Background: an optimization exercise with open tools, aiming at small area and a short achievable clock period. Do not read the settings as production practice. RTL that was checked went through simulation tests only; none was proved equivalent to the original. Power is estimated from default activity; no workload was simulated.

## the reference run
==> module ALU, before the edit <==
module ALU(
    input  [31:0] X,
    input  [31:0] R,
    input  [1:0]  amt_hi,
    input  [4:0]  msh,
    input         mleft,
    input         fill,
    input         CIN,
    input  [3:0]  Op,
    output [31:0] Out,
    output        C, V
);
    wire add   = (Op[3:1] == 3'b000);
    wire fsub  = (Op[3:1] == 3'b001);
    wire rsub  = (Op[3:1] == 3'b010);
    wire arith = add | fsub | rsub;
    wire cin   = rsub ? ~(Op[0] & CIN) : (add | fsub) & Op[0] & CIN;
    wire vg = fsub | (Op == 4'b0110) | (Op == 4'b0111);
    wire vp = add | rsub | (Op == 4'b0111) | (Op == 4'b1000) | (Op == 4'b1010);
    wire vk = fsub | (Op == 4'b1001) | (Op == 4'b1011) | (Op == 4'b1100);
    wire wg = vg ^ vk, wp = vp ^ vk;
    wire [31:0] r3 = amt_hi[0] ? {R[7:0],   R[31:8]}   : R;
    wire [31:0] r4 = amt_hi[1] ? {r3[15:0], r3[31:16]} : r3;
    wire [31:0] lm = 32'hFFFF_FFFF << msh;    
    wire [31:0] keep;
    genvar j;
    generate for (j = 0; j < 32; j = j + 1) begin : g_keep
        assign keep[j] = mleft ? lm[j] : lm[31 - j];
    end endgenerate
    wire [31:0] Y = (r4 & keep) | ({32{fill}} & ~keep);
    wire [31:0] p  = X ^ Y;
    wire [31:0] g  = X & Y;
    wire [31:0] gk = g & {32{arith}};
    wire [31:0] G0 = {gk[31:1], gk[0] | (p[0] & cin)};
    wire [31:0] P0 = p;
    wire [31:0] G1, P1, G2, P2, G3, P3, G4, P4, G5, P5;
    genvar i;
    generate for (i = 0; i < 32; i = i + 1) begin : g_pf
        if (i & 1) begin
            assign G1[i] = G0[i] | (P0[i] & G0[i - 1]);
            assign P1[i] = P0[i] & P0[i - 1];
        end else begin
            assign G1[i] = G0[i]; assign P1[i] = P0[i];
        end
        if (i & 2) begin
            assign G2[i] = G1[i] | (P1[i] & G1[(i & ~1) - 1]);
            assign P2[i] = P1[i] & P1[(i & ~1) - 1];
        end else begin
            assign G2[i] = G1[i]; assign P2[i] = P1[i];
        end
        if (i & 4) begin
            assign G3[i] = G2[i] | (P2[i] & G2[(i & ~3) - 1]);
            assign P3[i] = P2[i] & P2[(i & ~3) - 1];
        end else begin
            assign G3[i] = G2[i]; assign P3[i] = P2[i];
        end
        if (i & 8) begin
            assign G4[i] = G3[i] | (P3[i] & G3[(i & ~7) - 1]);
            assign P4[i] = P3[i] & P3[(i & ~7) - 1];
        end else begin
            assign G4[i] = G3[i]; assign P4[i] = P3[i];
        end
        if (i & 16) begin
            assign G5[i] = G4[i] | (P4[i] & G4[(i & ~15) - 1]);
            assign P5[i] = P4[i] & P4[(i & ~15) - 1];
        end else begin
            assign G5[i] = G4[i]; assign P5[i] = P4[i];
        end
    end endgenerate
    wire [31:0] c    = {G5[30:0], cin};
    wire        cout = G5[31];
    wire        pall = P5[31];
    wire [31:0] L    = {32{vk}} ^ ((g & {32{wg}}) | (p & {32{wp}}));
    assign Out = L ^ c;
    assign C = add ? cout : (fsub | rsub) & cout & ~pall;
    assign V = arith & (c[31] ^ cout);
endmodule
==> module ShifterSignExtender, before the edit <==
module ShifterSignExtender(
    input  [31:0] Rm,
    input  [11:0] I,
    input  [1:0]  AM,
    input         en,        
    output [31:0] R,         
    output [1:0]  amt_hi,    
    output [4:0]  msh,       
    output        mleft,     
    output        fill       
);
    wire        am_sh = AM[1] & AM[0];
    wire [4:0]  sh    = I[11:7];
    wire [1:0]  ty    = I[6:5];
    wire        lsl   = ~ty[1] & ~ty[0];
    wire        asr   = ty[1] & ~ty[0];
    wire [31:0] src;
    assign src[7:0]   = AM[0] ? Rm[7:0] : I[7:0];
    assign src[11:8]  = AM[0] ? Rm[11:8] : (I[11:8] & {4{AM[1]}});
    assign src[31:12] = Rm[31:12] & {20{AM[0]}};
    wire [31:0] s = src & {32{en}};
    wire [4:0] nsh = 5'd0 - sh;
    wire [4:0] amt;
    assign amt[0]   = am_sh & sh[0];
    assign amt[4:1] = am_sh ? (lsl ? nsh[4:1] : sh[4:1])
                            : (I[11:8] & {4{~AM[0] & ~AM[1]}});
    wire [31:0] r0 = amt[0] ? {s[0],     s[31:1]}   : s;
    wire [31:0] r1 = amt[1] ? {r0[1:0],  r0[31:2]}  : r0;
    assign R       = amt[2] ? {r1[3:0],  r1[31:4]}  : r1;
    assign amt_hi  = amt[4:3];
    wire masked = am_sh & (ty != 2'b11);
    assign msh   = sh & {5{masked}};
    assign mleft = lsl;
    assign fill  = en & am_sh & asr & Rm[31];
endmodule
==> module ex_datapath, before the edit <==
module ex_datapath(
    input  wire        CLK,
    input  wire [31:0] A,
    input  wire [31:0] Rm,
    input  wire [11:0] I,
    input  wire [1:0]  AM,
    input  wire        CIN,
    input  wire [3:0]  Op,
    output reg  [31:0] Out,
    output wire        Z,
    output wire        N,
    output reg         C,
    output reg         V
);
    wire invA = (Op[3:1] == 3'b001) | (Op[3:1] == 3'b010) | (Op == 4'b1100);
    wire zA   = (Op[3:1] == 3'b101) | (Op[3:2] == 2'b11 & Op[1:0] != 2'b00);
    wire enB  = (Op != 4'b1001);
    wire [31:0] sh_r;
    wire [1:0]  sh_amt_hi;
    wire [4:0]  sh_msh;
    wire        sh_mleft, sh_fill;
    ShifterSignExtender shifter(.Rm(Rm), .I(I), .AM(AM), .en(enB),
        .R(sh_r), .amt_hi(sh_amt_hi), .msh(sh_msh), .mleft(sh_mleft), .fill(sh_fill));
    reg [31:0] x_q, r_q;
    reg [1:0]  amt_q;
    reg [4:0]  msh_q;
    reg        mleft_q, fill_q, cin_q;
    reg [3:0]  op_q;
    always @(posedge CLK) begin
        x_q     <= (A & {32{~zA}}) ^ {32{invA}};
        r_q     <= sh_r;
        amt_q   <= sh_amt_hi;
        msh_q   <= sh_msh;
        mleft_q <= sh_mleft;
        fill_q  <= sh_fill;
        cin_q   <= CIN;
        op_q    <= Op;
    end
    wire [31:0] alu_out;
    wire        alu_c, alu_v;
    ALU alu(.X(x_q), .R(r_q), .amt_hi(amt_q), .msh(msh_q), .mleft(mleft_q), .fill(fill_q),
            .CIN(cin_q), .Op(op_q), .Out(alu_out), .C(alu_c), .V(alu_v));
    always @(posedge CLK) begin
        Out <= alu_out;
        C   <= alu_c;
        V   <= alu_v;
    end
    assign Z = ~|Out;
    assign N = Out[31];
endmodule
clock: 9.0 ns
lec_check: 0
cap_margin: 20
core_margin: 2
core_utilization: 40
slew_margin: 20
standard.sh (not shown) runs the stock make flow with config.mk's settings and CLKGATE_MAP_FILE= SYNTH_SCRIPT=/design/flow/synth_recipe.tcl, a recipe that flattens the netlist after the stock synthesis.
==> flow/flow/run.sh <==
#!/bin/bash
set -euo pipefail
MARGIN=5.5
export BUFFER_PORTS_ARGS="-buffer_cell sky130_fd_sc_hd__buf_1"
sed "s|\"\${@:-finish}\"|SETUP_SLACK_MARGIN=${MARGIN} \"\${@:-finish}\"|" standard.sh > standard_margin.sh
grep -q "SETUP_SLACK_MARGIN=${MARGIN}" standard_margin.sh
bash standard_margin.sh > flow_make.log 2>&1
The reference run: full flow OK, the timing, DRC and antenna checks passed
The inputs of the trial run differ from those of the reference run as listed below.
diff --git a/flow/design.v b/flow/design.v
--- a/flow/design.v
+++ b/flow/design.v
@@ -8,20 +8,18 @@
     input         CIN,
     input  [3:0]  Op,
     output [31:0] Out,
     output        C, V
 );
     wire add   = (Op[3:1] == 3'b000);
-    wire fsub  = (Op[3:1] == 3'b001);
-    wire rsub  = (Op[3:1] == 3'b010);
-    wire arith = add | fsub | rsub;
-    wire cin   = rsub ? ~(Op[0] & CIN) : (add | fsub) & Op[0] & CIN;
-    wire vg = fsub | (Op == 4'b0110) | (Op == 4'b0111);
-    wire vp = add | rsub | (Op == 4'b0111) | (Op == 4'b1000) | (Op == 4'b1010);
-    wire vk = fsub | (Op == 4'b1001) | (Op == 4'b1011) | (Op == 4'b1100);
-    wire wg = vg ^ vk, wp = vp ^ vk;
+    wire fwd   = (Op[3:1] == 3'b001);
+    wire rev   = (Op[3:1] == 3'b010);
+    wire arith = add | fwd | rev;
+    wire cin   = Op[0] ? (add ? CIN : (fwd | rev) & ~CIN) : (fwd | rev);
+    wire sg    = (Op == 4'b0110) | (Op == 4'b0111) | (Op == 4'b1100);
+    wire sp    = ~((Op == 4'b0110) | (Op == 4'b1100));
     wire [31:0] r3 = amt_hi[0] ? {R[7:0],   R[31:8]}   : R;
     wire [31:0] r4 = amt_hi[1] ? {r3[15:0], r3[31:16]} : r3;
     wire [31:0] lm = 32'hFFFF_FFFF << msh;    
     wire [31:0] keep;
     genvar j;
     generate for (j = 0; j < 32; j = j + 1) begin : g_keep
@@ -67,21 +65,22 @@
             assign G5[i] = G4[i]; assign P5[i] = P4[i];
         end
     end endgenerate
     wire [31:0] c    = {G5[30:0], cin};
     wire        cout = G5[31];
     wire        pall = P5[31];
-    wire [31:0] L    = {32{vk}} ^ ((g & {32{wg}}) | (p & {32{wp}}));
+    wire [31:0] L    = (g & {32{sg}}) | (p & {32{sp}});
     assign Out = L ^ c;
-    assign C = add ? cout : (fsub | rsub) & cout & ~pall;
+    assign C = add ? cout : fwd ? ~(cout | pall) : rev ? (cout & ~pall) : 1'b0;
     assign V = arith & (c[31] ^ cout);
 endmodule
 module ShifterSignExtender(
     input  [31:0] Rm,
     input  [11:0] I,
     input  [1:0]  AM,
+    input         inv,       
     input         en,        
     output [31:0] R,         
     output [1:0]  amt_hi,    
     output [4:0]  msh,       
     output        mleft,     
     output        fill       
@@ -92,26 +91,26 @@
     wire        lsl   = ~ty[1] & ~ty[0];
     wire        asr   = ty[1] & ~ty[0];
     wire [31:0] src;
     assign src[7:0]   = AM[0] ? Rm[7:0] : I[7:0];
     assign src[11:8]  = AM[0] ? Rm[11:8] : (I[11:8] & {4{AM[1]}});
     assign src[31:12] = Rm[31:12] & {20{AM[0]}};
-    wire [31:0] s = src & {32{en}};
+    wire [31:0] s = (src & {32{en}}) ^ {32{inv}};
     wire [4:0] nsh = 5'd0 - sh;
     wire [4:0] amt;
     assign amt[0]   = am_sh & sh[0];
     assign amt[4:1] = am_sh ? (lsl ? nsh[4:1] : sh[4:1])
                             : (I[11:8] & {4{~AM[0] & ~AM[1]}});
     wire [31:0] r0 = amt[0] ? {s[0],     s[31:1]}   : s;
     wire [31:0] r1 = amt[1] ? {r0[1:0],  r0[31:2]}  : r0;
     assign R       = amt[2] ? {r1[3:0],  r1[31:4]}  : r1;
     assign amt_hi  = amt[4:3];
     wire masked = am_sh & (ty != 2'b11);
     assign msh   = sh & {5{masked}};
     assign mleft = lsl;
-    assign fill  = en & am_sh & asr & Rm[31];
+    assign fill  = en & ((am_sh & asr & Rm[31]) ^ inv);
 endmodule
 module ex_datapath(
     input  wire        CLK,
     input  wire [31:0] A,
     input  wire [31:0] Rm,
     input  wire [11:0] I,
@@ -121,28 +120,31 @@
     output reg  [31:0] Out,
     output wire        Z,
     output wire        N,
     output reg         C,
     output reg         V
 );
-    wire invA = (Op[3:1] == 3'b001) | (Op[3:1] == 3'b010) | (Op == 4'b1100);
-    wire zA   = (Op[3:1] == 3'b101) | (Op[3:2] == 2'b11 & Op[1:0] != 2'b00);
-    wire enB  = (Op != 4'b1001);
+    wire rev  = (Op[3:1] == 3'b010);
+    wire fwd  = (Op[3:1] == 3'b001);
+    wire invA = rev | (Op == 4'b1001);
+    wire enA  = ~((Op == 4'b1010) | (Op == 4'b1011) | (Op[3:2] == 2'b11 & Op[1:0] != 2'b00));
+    wire invB = fwd | (Op == 4'b1011) | (Op == 4'b1100);
+    wire enB  = ~((Op == 4'b1001) | (Op[3:2] == 2'b11 & Op[1:0] != 2'b00));
     wire [31:0] sh_r;
     wire [1:0]  sh_amt_hi;
     wire [4:0]  sh_msh;
     wire        sh_mleft, sh_fill;
-    ShifterSignExtender shifter(.Rm(Rm), .I(I), .AM(AM), .en(enB),
+    ShifterSignExtender shifter(.Rm(Rm), .I(I), .AM(AM), .inv(invB), .en(enB),
         .R(sh_r), .amt_hi(sh_amt_hi), .msh(sh_msh), .mleft(sh_mleft), .fill(sh_fill));
     reg [31:0] x_q, r_q;
     reg [1:0]  amt_q;
     reg [4:0]  msh_q;
     reg        mleft_q, fill_q, cin_q;
     reg [3:0]  op_q;
     always @(posedge CLK) begin
-        x_q     <= (A & {32{~zA}}) ^ {32{invA}};
+        x_q     <= (A & {32{enA}}) ^ {32{invA}};
         r_q     <= sh_r;
         amt_q   <= sh_amt_hi;
         msh_q   <= sh_msh;
         mleft_q <= sh_mleft;
         fill_q  <= sh_fill;
         cin_q   <= CIN;
Findings:
In summary, the trial run completed successfully, with a layout that passed the timing, DRC and antenna checks. Highest attainable clock frequency: the reference run vs the trial run — no meaningful difference. msh_q[2] as the launch point of the worst path was reported by the trial run, and msh_q[0] by the reference run. The reference run → the trial run: first-pass GRT wire length has decreased, count of non-CTS inverters in the layout shrank by 4, multi-input gate share of the layout cell area lost 0.36 points, clock network fraction of total power increased 0.2 points.
Only the layout flow was run in the reference run; the RTL was not checked for function there.

-- port drivers added, routing unchanged --
No port has a modelled driver above. Below, the same layouts with a new extraction and two added sets of constraints. Step 1 (the two cells are an assumption about what drives the block):
set clk [get_ports {CLK}]
set_driving_cell -lib_cell sky130_fd_sc_hd__clkbuf_16 $clk
set_driving_cell -lib_cell sky130_fd_sc_hd__buf_2 [delete_from_list [all_inputs] $clk]
Step 2, shift: input delay + t, output delay - t, t = (earliest + latest rising clock arrival at the registers) / 2. This alone moves slack from input paths to output paths. Three values: no drivers, after step 1, after step 2; two values: the first two.
| run | t (ns) | slack for setup (ns) | worst data-port slew with drivers (ns) |
|---|---|---|---|
| the reference run | 0.401 | 5.547 / 5.547 / 5.308 | 0.04 |
| the trial run | 0.401 | 5.544 / 5.544 / 5.224 | 0.04 |
After both steps every run listed still meets setup and hold. The setup slack of the trial run, which loses most, moves by 0.000 ns with the drivers and by -0.320 ns with both steps.
